From an optimization exercise on the open Yosys and OpenROAD flow, aimed at small area and a short achievable clock period; shortcuts taken in it are not production practice. Only simulation tests tie the RTL to the original design; equivalence was not proved. No activity file was given, so power comes from the tool's default toggle rates.

## north
## mult_top
module mult_top(
    input clk,
    input  [15:0] x,
    input  [15:0] y,
    output reg [31:0] p_out
    );
    wire [17:0] h_d;
    wire yneg_d, sn_d;
    wire [4:0] ksum_d;
    wire [5:0] m_d;
    ELM_front front(.x(x), .y(y), .h(h_d), .yneg(yneg_d), .ksum(ksum_d),
                    .m(m_d), .sn(sn_d));
    reg [17:0] h_q;
    reg yneg_q, sn_q;
    reg [4:0] ksum_q;
    reg [5:0] m_q;
    wire [31:0] P_vec;
    ELM_back back(.h(h_q), .yneg(yneg_q), .ksum(ksum_q), .m(m_q),
                  .sn(sn_q), .p(P_vec));
    always @(posedge clk)
    begin
        h_q <= h_d;
        yneg_q <= yneg_d;
        ksum_q <= ksum_d;
        m_q <= m_d;
        sn_q <= sn_d;
        p_out <= P_vec;
    end
endmodule
Settings: LEC_CHECK=0, ABC_AREA=1, CAP_MARGIN=20, CORE_MARGIN=2, CORE_UTILIZATION=40, CTS_BUF_LIST=sky130_fd_sc_hd__clkbuf_4, SETUP_SLACK_MARGIN=3.3, SLEW_MARGIN=20; clock period 7.0 ns.
standard.sh (not shown) runs the stock make flow with config.mk's settings and CLKGATE_MAP_FILE= SYNTH_SCRIPT=/design/flow/synth_recipe.tcl, a recipe that flattens the netlist after the stock synthesis.
==> flow/flow/run.sh <==
#!/bin/bash
# Standard layout, with two changes passed to the ORFS make run:
#  - no full/half adder cell extraction in synthesis (ABC maps the adders),
#  - port buffers made from the smallest buffer cell.
export ADDER_MAP_FILE=
export BUFFER_PORTS_ARGS="-buffer_cell sky130_fd_sc_hd__buf_1"
bash standard.sh > standard.log 2>&1
--- input diff north..south ---
Settings: changing CORE_UTILIZATION from 40 to 60.
- Compared with north, south shows a higher via density per instance.
- Post-layout worst setup margin delta (south − north): unfavourable
- Power share of the clock group, south and north: higher on south
- Power grows by a few percent when moving from north to south.
- For south, the termination of the worst setup path was m_q[4], unlike north, where it was m_q[5].
- Per the comparison of south with north, via count moved up; post-cts repair resize count went down; worst reg-to-reg path cell count grew by 1; width of the die now smaller; time the worst path needs with I/O delays and setup increased by 5.7 ps relative to the old numbers.
Inputs modified between south and east:
Settings: CORE_UTILIZATION now 40, was 60; SETUP_SLACK_MARGIN now 3.0, was 3.3.
==> comparison <==
On east: fraction of final layout cells with drive strength greater than 1 is 0.33 points lower than what south gave. east has starting utilization of the core area below what south had. [compare] base=south new=east: area of all placed cells without fillers ~0 delta; part of the total power dissipated in the clock network -3.9 points; worst hold slack +12 ps.
[inputs] west vs east
Settings: CTS_BUF_LIST: sky130_fd_sc_hd__clkbuf_4 -> unset.
Findings:
west completed end to end with timing, DRC and antenna clean.
Detailed-routed wire length on met2 for west is higher than for east.
west: sequential cell area share lower than east
Cmp west vs east: static leakage higher in west
From east to west the numbers moved as follows: clock network fraction of total power has increased; arrival time of data at the critical path endpoint moved down.


== umber ==
mult_top again, from the RTL that the note above started with.
export LEC_CHECK = 0
export ABC_AREA = 1
export CAP_MARGIN = 20
export CORE_MARGIN = 2
export CORE_UTILIZATION = 40
export CTS_BUF_LIST = sky130_fd_sc_hd__clkbuf_4
export SETUP_SLACK_MARGIN = 3.6
export SLEW_MARGIN = 20
create_clock -name core_clock -period 7.0 [get_ports {clk}]
Scripts as last shown in full above: flow/flow/run.sh
umber: done, clean on timing, DRC and antenna
Changes in delta relative to umber:
- CTS_BUF_LIST now sky130_fd_sc_hd__clkbuf_8, was sky130_fd_sc_hd__clkbuf_4
- SETUP_SLACK_MARGIN now 3.3, was 3.6
Notes after the runs:
Reported for delta and umber, count of pins over their slew limit turned out identical to the last digit. Simple-gate area share of the yosys netlist: delta vs umber identical. Required time of the critical path, delta and umber: higher on umber. Diff umber..delta | count of distinct cell types in the synthesized netlist | unchanged. Diff umber -> delta | routed length on met2 | decrease of 470 microns. Going from umber to delta, clock share of power increased 3.4 points, total power increased about 1.4%. Number of standard cells in the layout, taps in and fillers out went down slightly going from umber to delta.


The RTL this note starts from:
==> flow/design.v <==
module ELM_log(
    input  [12:0] a,
    output [3:0]  k,
    output [4:0]  f
    );
    wire n3 = a[12];
    wire n2 = ~n3 & (|a[11:8]);
    wire n1 = ~n3 & ~(|a[11:8]) & (|a[7:4]);
    wire n0 = ~n3 & ~(|a[11:4]);
    assign k[3] = n3 | n2;
    assign k[2] = n3 | n1;
    wire [20:0] e = {3'b0, a, 5'b0};
    wire [8:0] g = ({9{n0}} & e[8:0]) | ({9{n1}} & e[12:4])
                 | ({9{n2}} & e[16:8]) | ({9{n3}} & e[20:12]);
    wire l3 = g[8];
    wire l2 = ~g[8] & g[7];
    wire l1 = ~g[8] & ~g[7] & g[6];
    wire l0 = ~g[8] & ~g[7] & ~g[6];
    assign k[1] = l3 | l2;
    assign k[0] = l3 | l1;
    assign f = ({5{l0}} & g[4:0]) | ({5{l1}} & g[5:1])
             | ({5{l2}} & g[6:2]) | ({5{l3}} & g[7:3]);
endmodule
module ELM_add #(parameter W = 18) (
    input  [W-1:0] a,
    input  [W-1:0] b,
    input          ci,
    output [W-1:0] s
    );
    wire [W-1:0] p0 = a ^ b;
    wire [W-1:0] g0 = a & b;
    wire [W-1:0] g [0:5];
    wire [W-1:0] p [0:5];
    assign g[0] = {g0[W-1:1], g0[0] | (p0[0] & ci)};
    assign p[0] = p0;
    genvar l, i;
    generate
        for (l = 0; l < 5; l = l + 1) begin : g_lvl
            for (i = 0; i < W; i = i + 1) begin : g_bit
                if ((i >> l) & 1) begin : g_op
                    localparam integer J = ((i >> l) << l) - 1;
                    assign g[l+1][i] = g[l][i] | (p[l][i] & g[l][J]);
                    assign p[l+1][i] = p[l][i] & p[l][J];
                end else begin : g_pass
                    assign g[l+1][i] = g[l][i];
                    assign p[l+1][i] = p[l][i];
                end
            end
        end
    endgenerate
    assign s = p0 ^ {g[5][W-2:0], ci};
endmodule
module ELM_front(
    input  [15:0] x,
    input  [15:0] y,
    output [17:0] h,       
    output        yneg,    
    output [4:0]  ksum,    
    output [5:0]  m,       
    output        sn       
    );
    wire xone = x[14] ^ x[13];
    wire xtwo = ~xone & (x[15] ^ x[14]);
    wire xneg = x[15] & (xone | xtwo);
    wire [17:0] ys = {y[15], y[15], y};
    wire [17:0] pp2 = (({18{xone}} & ys) | ({18{xtwo}} & {ys[16:0], 1'b0})) ^ {18{xneg}};
    wire yone = y[14] ^ y[13];
    wire ytwo = ~yone & (y[15] ^ y[14]);
    assign yneg = y[15] & (yone | ytwo);
    wire [17:0] xs = {{4{x[13]}}, x[13:0]};
    wire [17:0] pp1 = (({18{yone}} & xs) | ({18{ytwo}} & {xs[16:0], 1'b0})) ^ {18{yneg}};
    ELM_add #(18) add_h(.a(pp2), .b(pp1), .ci(xneg), .s(h));
    wire [12:0] ax = x[12:0] ^ {13{x[13]}};
    wire [12:0] ay = y[12:0] ^ {13{y[13]}};
    wire [3:0] kx, ky;
    wire [4:0] fx, fy;
    ELM_log log_x(.a(ax), .k(kx), .f(fx));
    ELM_log log_y(.a(ay), .k(ky), .f(fy));
    wire nz = (x[13] | (|x[7:0])) & (y[13] | (|y[7:0]));
    wire [4:0] kk = kx + ky;
    assign ksum = kk | {5{~nz}};
    assign sn = nz & (x[13] ^ y[13]);
    assign m = fx + fy;
endmodule
module ELM_back(
    input  [17:0] h,
    input         yneg,
    input  [4:0]  ksum,
    input  [5:0]  m,
    input         sn,
    output [31:0] p
    );
    wire [6:0] w = m[5] ? {1'b1, m[4:0], 1'b0} : {1'b0, 1'b1, m[4:0]};
    wire [9:0] u = {3'b0, w} << ksum[1:0];
    wire [7:0] oq;
    genvar i, j;
    generate
        for (i = 0; i < 8; i = i + 1) begin : g_oq
            assign oq[i] = (ksum[4:2] == i) && (i < 7);
        end
    endgenerate
    wire [27:0] a;
    generate
        for (j = 0; j < 28; j = j + 1) begin : g_a
            wire [6:0] t;
            for (i = 0; i < 7; i = i + 1) begin : g_t
                if (j + 5 - 4 * i >= 0 && j + 5 - 4 * i <= 9) begin : g_on
                    assign t[i] = u[j+5-4*i] & oq[i];
                end else begin : g_off
                    assign t[i] = 1'b0;
                end
            end
            assign a[j] = |t;
        end
    endgenerate
    wire [27:0] pp0 = a ^ {28{sn}};
    assign p[13:0] = pp0[13:0] - yneg;
    wire c14 = yneg & (|pp0[13:0]);
    ELM_add #(18) add_p(.a(h), .b({{4{sn}}, pp0[27:14]}), .ci(c14), .s(p[31:14]));
endmodule
module ELM_Mitchw6(
    input [15:0] x,
    input [15:0] y,
    output [31:0] p
    );
    wire [17:0] h;
    wire yneg, sn;
    wire [4:0] ksum;
    wire [5:0] m;
    ELM_front front(.x(x), .y(y), .h(h), .yneg(yneg), .ksum(ksum), .m(m), .sn(sn));
    ELM_back back(.h(h), .yneg(yneg), .ksum(ksum), .m(m), .sn(sn), .p(p));
endmodule
module mult_top(
    input clk,
    input  [15:0] x,
    input  [15:0] y,
    output reg [31:0] p_out
    );
    wire [17:0] h_d;
    wire yneg_d, sn_d;
    wire [4:0] ksum_d;
    wire [5:0] m_d;
    ELM_front front(.x(x), .y(y), .h(h_d), .yneg(yneg_d), .ksum(ksum_d),
                    .m(m_d), .sn(sn_d));
    reg [17:0] h_q;
    reg yneg_q, sn_q;
    reg [4:0] ksum_q;
    reg [5:0] m_q;
    wire [31:0] P_vec;
    ELM_back back(.h(h_q), .yneg(yneg_q), .ksum(ksum_q), .m(m_q),
                  .sn(sn_q), .p(P_vec));
    always @(posedge clk)
    begin
        h_q <= h_d;
        yneg_q <= yneg_d;
        ksum_q <= ksum_d;
        m_q <= m_d;
        sn_q <= sn_d;
        p_out <= P_vec;
    end
endmodule
==> flow/config.mk <==
export PLATFORM = sky130hd
export DESIGN_NAME = mult_top
export DESIGN_NICKNAME = mult_top
export VERILOG_FILES = /design/flow/design.v
export SDC_FILE = /design/flow/constraint.sdc
export NUM_CORES = 4
export LEC_CHECK = 0
export ABC_AREA = 1
export CAP_MARGIN = 20
export CORE_MARGIN = 2
export CORE_UTILIZATION = 40
export CTS_BUF_LIST = sky130_fd_sc_hd__clkbuf_4
export CTS_CLUSTER_SIZE = 6
export PLACE_DENSITY = 0.75
export SETUP_SLACK_MARGIN = 3.3
export SLEW_MARGIN = 20
==> flow/constraint.sdc <==
create_clock -name core_clock -period 7.0 [get_ports {clk}]
set_input_delay 1.4000 -clock core_clock [delete_from_list [all_inputs] [get_ports {clk}]]
set_output_delay 1.4000 -clock core_clock [all_outputs]
set_load 0.01 [all_outputs]
Scripts as last shown in full above: flow/flow/run.sh
Then changed:
PLACE_DENSITY = default   (was 0.75)
SETUP_SLACK_MARGIN = 3.6   (was 3.3)
TNS_END_PERCENT = 0   (was default)
What happened: Cell area goes up by 2.5%; sequential share of layout area goes down by 0.44 points; non-clock buffer count goes up by 4; register-to-register slack is about the same; die area is unchanged; core utilization goes up by 1.2 points.
Then changed:
SETUP_SLACK_MARGIN = 3.9   (was 3.6)
=> The new run completed without violations. Via count does not change. Clock power hardly moves. Area after synthesis does not change. Combinational power is about the same. Worst hold slack is unchanged. Wire length does not change. Cell count does not change. Design area stays the same. Core utilization is unchanged. Clock skew does not change. Total power is unchanged.
Then changed:
SETUP_SLACK_MARGIN = 3.3   (was 3.9)
TNS_END_PERCENT = default   (was 0)
=> The new run produced a clean layout. First-iteration DRC count decreases by 8.6%. Sequential share of layout area increases by 0.31 points. Worst setup slack is worse by 50 ps. Combinational power stays flat. Cell area decreases by 1.7%. Clock-buffer cell count increases by 1. Core utilization decreases by 0.82 points. Via count decreases by 2.2%. Final cell count stays the same. Critical path depth increases by 3.
Then changed:
TNS_END_PERCENT = 0   (was default)
What happened:
- The changed run passed the timing, DRC and antenna checks
- via count goes down by 1.1%
- worst setup slack loses 150 ps
- total power goes down by 0.98%
- cell count goes down by 0.63%
- clock-buffer cell count stays the same
- sequential power is about the same
- clock skew barely changes
- hold slack is about the same
- area after synthesis does not change

==> re-timing with driven ports <==
The flow's constraints put no driver on any port. The routed layouts listed below were extracted and timed again, unchanged, in two steps.
Step 1 assumes that a clkbuf_16 drives the clock port and a buf_2 every other input.
Step 2 also shifts input and output timing later by t, the mid clock arrival at the registers, as if the neighbouring blocks saw the same clock.
Three values: ideal ports, drivers, drivers and shift; two values: the first two.
run | t (ns) | slack for setup (ns) | clock arrival spread, ns | slew at the worst register clock pin (ns) | cell pins on the clock port's net
north | 0.435 | 3.461 / 3.468 / 3.033 | 0.020 / 0.020 | 0.11 / 0.11 | 1
south | 0.450 | 3.456 / 3.471 / 3.021 | 0.012 / 0.012 | 0.10 / 0.10 | 1
east | 0.433 | 3.269 / 3.276 / 2.843 | 0.020 / 0.020 | 0.11 / 0.11 | 1
west | 0.365 | 3.282 / 3.298 / 2.933 | 0.009 / 0.009 | 0.06 / 0.06 | 1
umber | 0.435 | 3.659 / 3.666 / 3.231 | 0.022 / 0.022 | 0.12 / 0.12 | 1
delta | 0.380 | 3.461 / 3.474 / 3.094 | 0.011 / 0.011 | 0.07 / 0.07 | 1
the first run of note 3 | 0.457 | 3.500 / 3.510 / 3.053 | 0.018 / 0.018 | 0.12 / 0.12 | 1
the second run of note 3 | 0.444 | 3.568 / 3.562 / 3.118 | 0.022 / 0.023 | 0.12 / 0.12 | 1
the third run of note 3 | 0.444 | 3.568 / 3.562 / 3.118 | 0.022 / 0.023 | 0.12 / 0.12 | 1
the fourth run of note 3 | 0.435 | 3.517 / 3.525 / 3.089 | 0.015 / 0.015 | 0.11 / 0.11 | 1
the fifth run of note 3 | 0.435 | 3.366 / 3.375 / 2.940 | 0.015 / 0.015 | 0.11 / 0.11 | 1
After both steps every run listed still meets setup and hold.
